What follows belongs to an exercise in optimizing a design on an open flow for small area and a short achievable clock period; a production flow would make more cautious choices.
The RTL was checked by simulation tests, not by an equivalence proof against the original design.
No activity file was given, so power comes from the tool's default toggle rates.

==> flow/design.v <==
`default_nettype none
module fadd_p2 (input wire [31:0] x1,
                input wire [31:0] x2,
                output reg [31:0] y,
                output reg        ovf,
                input wire        clk,
                input wire        rstn);
   wire        s1 = x1[31];
   wire        s2 = x2[31];
   wire [7:0]  e1 = x1[30:23];
   wire [7:0]  e2 = x2[30:23];
   wire [22:0] m1 = x1[22:0];
   wire [22:0] m2 = x2[22:0];
   wire        h1 = |e1;
   wire        h2 = |e2;
   wire [7:0]  e1a = {e1[7:1], e1[0] | ~h1};
   wire [7:0]  e2a = {e2[7:1], e2[0] | ~h2};
   wire        f1 = &e1;
   wire        f2 = &e2;
   wire        spec = f1 | f2;
   wire        nz1 = |m1;
   wire        nz2 = |m2;
   wire        pick1 = f1 & (~f2 | nz1);
   wire        sub = s1 ^ s2;
   wire        infnan = f1 & f2 & ~nz1 & ~nz2 & sub;
   wire        nzp = pick1 ? nz1 : nz2;
   reg  [31:0] cg0, ce0;
   reg  [15:0] cg1, ce1;
   reg  [7:0]  cg2, ce2;
   reg  [3:0]  cg3, ce3;
   reg  [1:0]  cg4, ce4;
   integer     k;
   always @* begin
      for (k = 0; k < 32; k = k + 1) begin
         cg0[k] = (k < 31) ? (x2[k] & ~x1[k]) : 1'b0;
         ce0[k] = (k < 31) ? ~(x2[k] ^ x1[k]) : 1'b1;
      end
      for (k = 0; k < 16; k = k + 1) begin
         cg1[k] = cg0[2*k+1] | (ce0[2*k+1] & cg0[2*k]);
         ce1[k] = ce0[2*k+1] & ce0[2*k];
      end
      for (k = 0; k < 8; k = k + 1) begin
         cg2[k] = cg1[2*k+1] | (ce1[2*k+1] & cg1[2*k]);
         ce2[k] = ce1[2*k+1] & ce1[2*k];
      end
      for (k = 0; k < 4; k = k + 1) begin
         cg3[k] = cg2[2*k+1] | (ce2[2*k+1] & cg2[2*k]);
         ce3[k] = ce2[2*k+1] & ce2[2*k];
      end
      for (k = 0; k < 2; k = k + 1) begin
         cg4[k] = cg3[2*k+1] | (ce3[2*k+1] & cg3[2*k]);
         ce4[k] = ce3[2*k+1] & ce3[2*k];
      end
   end
   wire        ge21 = cg4[1] | (ce4[1] & (cg4[0] | ce4[0]));
   wire        sel = spec ? ~pick1 : ge21;
   wire [7:0]  es = sel ? e2a : e1a;
   wire [23:0] msx = sel ? {h2, m2} : {h1, m1};
   wire [23:0] ms = {msx[23], msx[22] | (spec & (nzp | infnan)), msx[21:0]};
   wire [23:0] mi = sel ? {h1, m1} : {h2, m2};
   wire        ss = (sel ? s2 : s1) | infnan;
   wire [8:0]  d12 = {1'b0, e1a} - {1'b0, e2a};
   wire [7:0]  d21 = e2a - e1a;
   wire [7:0]  tde = d12[8] ? d21 : d12[7:0];
   wire [4:0]  de = (spec | (|tde[7:5])) ? 5'd31 : tde[4:0];
   wire [25:0] a0 = {mi, 2'b00};
   wire [25:0] a1 = de[4] ? {16'b0, a0[25:16]} : a0;
   wire        t1 = de[4] & (|a0[15:0]);
   wire [25:0] a2 = de[3] ? {8'b0, a1[25:8]} : a1;
   wire        t2 = de[3] & (|a1[7:0]);
   wire [25:0] a3 = de[2] ? {4'b0, a2[25:4]} : a2;
   wire        t3 = de[2] & (|a2[3:0]);
   wire [25:0] a4 = de[1] ? {2'b0, a3[25:2]} : a3;
   wire        t4 = de[1] & (|a3[1:0]);
   wire [25:0] a5 = de[0] ? {1'b0, a4[25:1]} : a4;
   wire        t5 = de[0] & a4[0];
   wire        tstck = t1 | t2 | t3 | t4 | t5;
   reg [23:0]  msr;
   reg [25:0]  miar;
   reg         stckr;
   reg         subr;
   reg         ssr;
   reg         specr;
   reg [7:0]   er;       
   always @(posedge clk) begin
      msr   <= ms;
      miar  <= a5;
      stckr <= tstck;
      subr  <= sub;
      ssr   <= ss;
      specr <= spec;
      er    <= es + 8'd1;
   end
   wire [26:0] aa = {1'b0, msr, 2'b00};
   wire [26:0] bb = {1'b0, miar} ^ {27{subr}};
   wire [26:0] p0 = aa ^ bb;
   wire [26:0] g0 = aa & bb;
   reg  [26:0] g, p;
   integer     i, l;
   always @* begin
      g = g0; p = p0;
      g[0] = g0[0] | (p0[0] & subr);
      for (l = 0; l < 5; l = l + 1)
        for (i = (2 << l) - 1; i < 27; i = i + (2 << l)) begin
           g[i] = g[i] | (p[i] & g[i - (1 << l)]);
           p[i] = p[i] & p[i - (1 << l)];
        end
      for (l = 3; l >= 0; l = l - 1)
        for (i = (3 << l) - 1; i < 27; i = i + (2 << l)) begin
           g[i] = g[i] | (p[i] & g[i - (1 << l)]);
           p[i] = p[i] & p[i - (1 << l)];
        end
   end
   wire [26:0] mye = p0 ^ {g[25:0], subr};
   reg  [26:0] sent;
   always @* begin
      for (i = 0; i < 27; i = i + 1)
        sent[i] = (er == 8'd27 - i[7:0]);
   end
   wire [26:0] n0 = mye | sent;
   wire [31:0] lzi = {n0, 5'b11111};
   reg  [15:0] v1;  reg [15:0] c1;
   reg  [7:0]  v2;  reg [15:0] c2;
   reg  [3:0]  v3;  reg [11:0] c3;
   reg  [1:0]  v4;  reg [7:0]  c4;
   reg  [4:0]  sh;
   always @* begin
      for (i = 0; i < 16; i = i + 1) begin
         v1[i] = lzi[2*i+1] | lzi[2*i];
         c1[i] = ~lzi[2*i+1];
      end
      for (i = 0; i < 8; i = i + 1) begin
         v2[i] = v1[2*i+1] | v1[2*i];
         c2[2*i +: 2] = v1[2*i+1] ? {1'b0, c1[2*i+1]} : {1'b1, c1[2*i]};
      end
      for (i = 0; i < 4; i = i + 1) begin
         v3[i] = v2[2*i+1] | v2[2*i];
         c3[3*i +: 3] = v2[2*i+1] ? {1'b0, c2[2*(2*i+1) +: 2]} : {1'b1, c2[2*(2*i) +: 2]};
      end
      for (i = 0; i < 2; i = i + 1) begin
         v4[i] = v3[2*i+1] | v3[2*i];
         c4[4*i +: 4] = v3[2*i+1] ? {1'b0, c3[3*(2*i+1) +: 3]} : {1'b1, c3[3*(2*i) +: 3]};
      end
      sh = v4[1] ? {1'b0, c4[7:4]} : {1'b1, c4[3:0]};
   end
   wire [26:0] k1 = sh[4] ? {mye[10:0], 16'b0} : mye;
   wire [26:0] k2 = sh[3] ? {k1[18:0], 8'b0} : k1;
   wire [26:0] k3 = sh[2] ? {k2[22:0], 4'b0} : k2;
   wire [26:0] k4 = sh[1] ? {k3[24:0], 2'b0} : k3;
   wire [26:0] myf = sh[0] ? {k4[25:0], 1'b0} : k4;
   wire        den = ~myf[26];
   wire [7:0]  eyr = den ? 8'd0 : (er - {3'b0, sh});
   wire        ovfp = (&er) & mye[26];
   wire        stk = stckr | myf[0];
   wire        up = ~ovfp & myf[2] & (myf[1] | (stk ? ~subr : myf[3]));
   wire        zero = ~|mye;
   wire        sy = ssr & (~subr | ~zero);
   reg         syr;
   reg [30:0]  yur;
   reg         upr;
   reg         nspr;
   always @(posedge clk) begin
      if (~rstn) begin
         syr  <= 1'b0;
         yur  <= 31'd0;
         upr  <= 1'b0;
         nspr <= 1'b0;
      end else begin
         syr  <= sy;
         yur  <= {eyr, myf[25:3] & {23{~ovfp}}};
         upr  <= up;
         nspr <= ~specr;
      end
   end
   wire [31:0] yu32 = {1'b0, yur};
   reg  [31:0] ic;
   reg  [7:0]  ibc;
   always @* begin
      ibc[0] = upr;
      for (i = 1; i < 8; i = i + 1)
        ibc[i] = ibc[i-1] & (&yu32[4*i-4 +: 4]);
      for (i = 0; i < 32; i = i + 1)
        ic[i] = (i % 4 == 0) ? ibc[i/4] : (ic[i-1] & yur[i-1]);
   end
   wire [30:0] yr = yur ^ ic[30:0];
   always @* begin
      y   = {syr, yr};
      ovf = nspr & (&yr[30:23]);
   end
endmodule
`default_nettype wire
==> flow/config.mk <==
export PLATFORM = sky130hd
export DESIGN_NAME = fadd_p2
export DESIGN_NICKNAME = fadd_p2
export VERILOG_FILES = /design/flow/design.v
export SDC_FILE = /design/flow/constraint.sdc
export NUM_CORES = 4
export LEC_CHECK = 0
export ABC_AREA = 1
export CAP_MARGIN = 20
export CORE_MARGIN = 2
export CORE_UTILIZATION = 45
export CTS_BUF_LIST = sky130_fd_sc_hd__clkbuf_8
export PLACE_DENSITY = 0.6
export SLEW_MARGIN = 20
==> flow/constraint.sdc <==
create_clock -name core_clock -period 15.0 [get_ports {clk}]
set_input_delay 3.0000 -clock core_clock [delete_from_list [all_inputs] [get_ports {clk}]]
set_output_delay 3.0000 -clock core_clock [all_outputs]
set_load 0.01 [all_outputs]
standard.sh (not shown) runs the stock make flow with config.mk's settings and CLKGATE_MAP_FILE= SYNTH_SCRIPT=/design/flow/synth_recipe.tcl, a recipe that flattens the netlist after the stock synthesis.
==> flow/flow/run.sh <==
#!/bin/bash
# Standard ORFS layout with small port buffers and a tighter setup target for repair_timing.
set -euo pipefail
export BUFFER_PORTS_ARGS="-buffer_cell sky130_fd_sc_hd__buf_1"
export SETUP_SLACK_MARGIN=8.5
bash standard.sh > standard.log 2>&1
==> next run, changes <==
--- a/flow/design.v
+++ b/flow/design.v
@@ -52,18 +52,18 @@
          ce4[k] = ce3[2*k+1] & ce3[2*k];
       end
    end
    wire        ge21 = cg4[1] | (ce4[1] & (cg4[0] | ce4[0]));
    wire        sel = spec ? ~pick1 : ge21;
-   wire [7:0]  es = sel ? e2a : e1a;
    wire [23:0] msx = sel ? {h2, m2} : {h1, m1};
    wire [23:0] ms = {msx[23], msx[22] | (spec & (nzp | infnan)), msx[21:0]};
    wire [23:0] mi = sel ? {h1, m1} : {h2, m2};
    wire        ss = (sel ? s2 : s1) | infnan;
-   wire [8:0]  d12 = {1'b0, e1a} - {1'b0, e2a};
-   wire [7:0]  d21 = e2a - e1a;
-   wire [7:0]  tde = d12[8] ? d21 : d12[7:0];
+   wire        ce = (e2 > e1);
+   wire [7:0]  es = ce ? e2a : e1a;
+   wire [7:0]  ei = ce ? e1a : e2a;
+   wire [7:0]  tde = es - ei;
    wire [4:0]  de = (spec | (|tde[7:5])) ? 5'd31 : tde[4:0];
    wire [25:0] a0 = {mi, 2'b00};
    wire [25:0] a1 = de[4] ? {16'b0, a0[25:16]} : a0;
    wire        t1 = de[4] & (|a0[15:0]);
    wire [25:0] a2 = de[3] ? {8'b0, a1[25:8]} : a1;
Clock skew drops by 9.5 ps.
Global-route usage rose by 0.52 points.
Sequential power is lower by about 2%.
Via count rose by 2.3%.
Final area climbs by 2.0%.
Synthesized cell count fell by 2.5%.

==> afterwards: timing with drivers on the ports <==
How much do the figures lean on ideal ports? The routed layouts below were timed once more, with nothing changed but the port constraints. Step 1 assumes that a clkbuf_16 drives the clock port and a buf_2 every other input. Step 2 adds t to the input delays and takes it off the output delays; t is the mean of the earliest and latest rising clock arrival at the registers after step 1. Input paths then give back, and output paths get back, about the clock's delay inside the block. Slacks: no drivers / after step 1 / after step 2; pairs: no drivers / after step 1.
run	t, ns	setup WS [ns]	slew at the worst register clock pin (ns)	pins driven straight from the clock port
the first run	0.412	8.791 / 8.807 / 8.395	0.11 / 0.11	1
the second run	0.425	8.745 / 8.750 / 8.325	0.12 / 0.12	1
After both steps setup and hold are still met in every run listed. The setup slack of the second run, which loses most, moves by +0.005 ns with the drivers and by -0.420 ns with both steps.
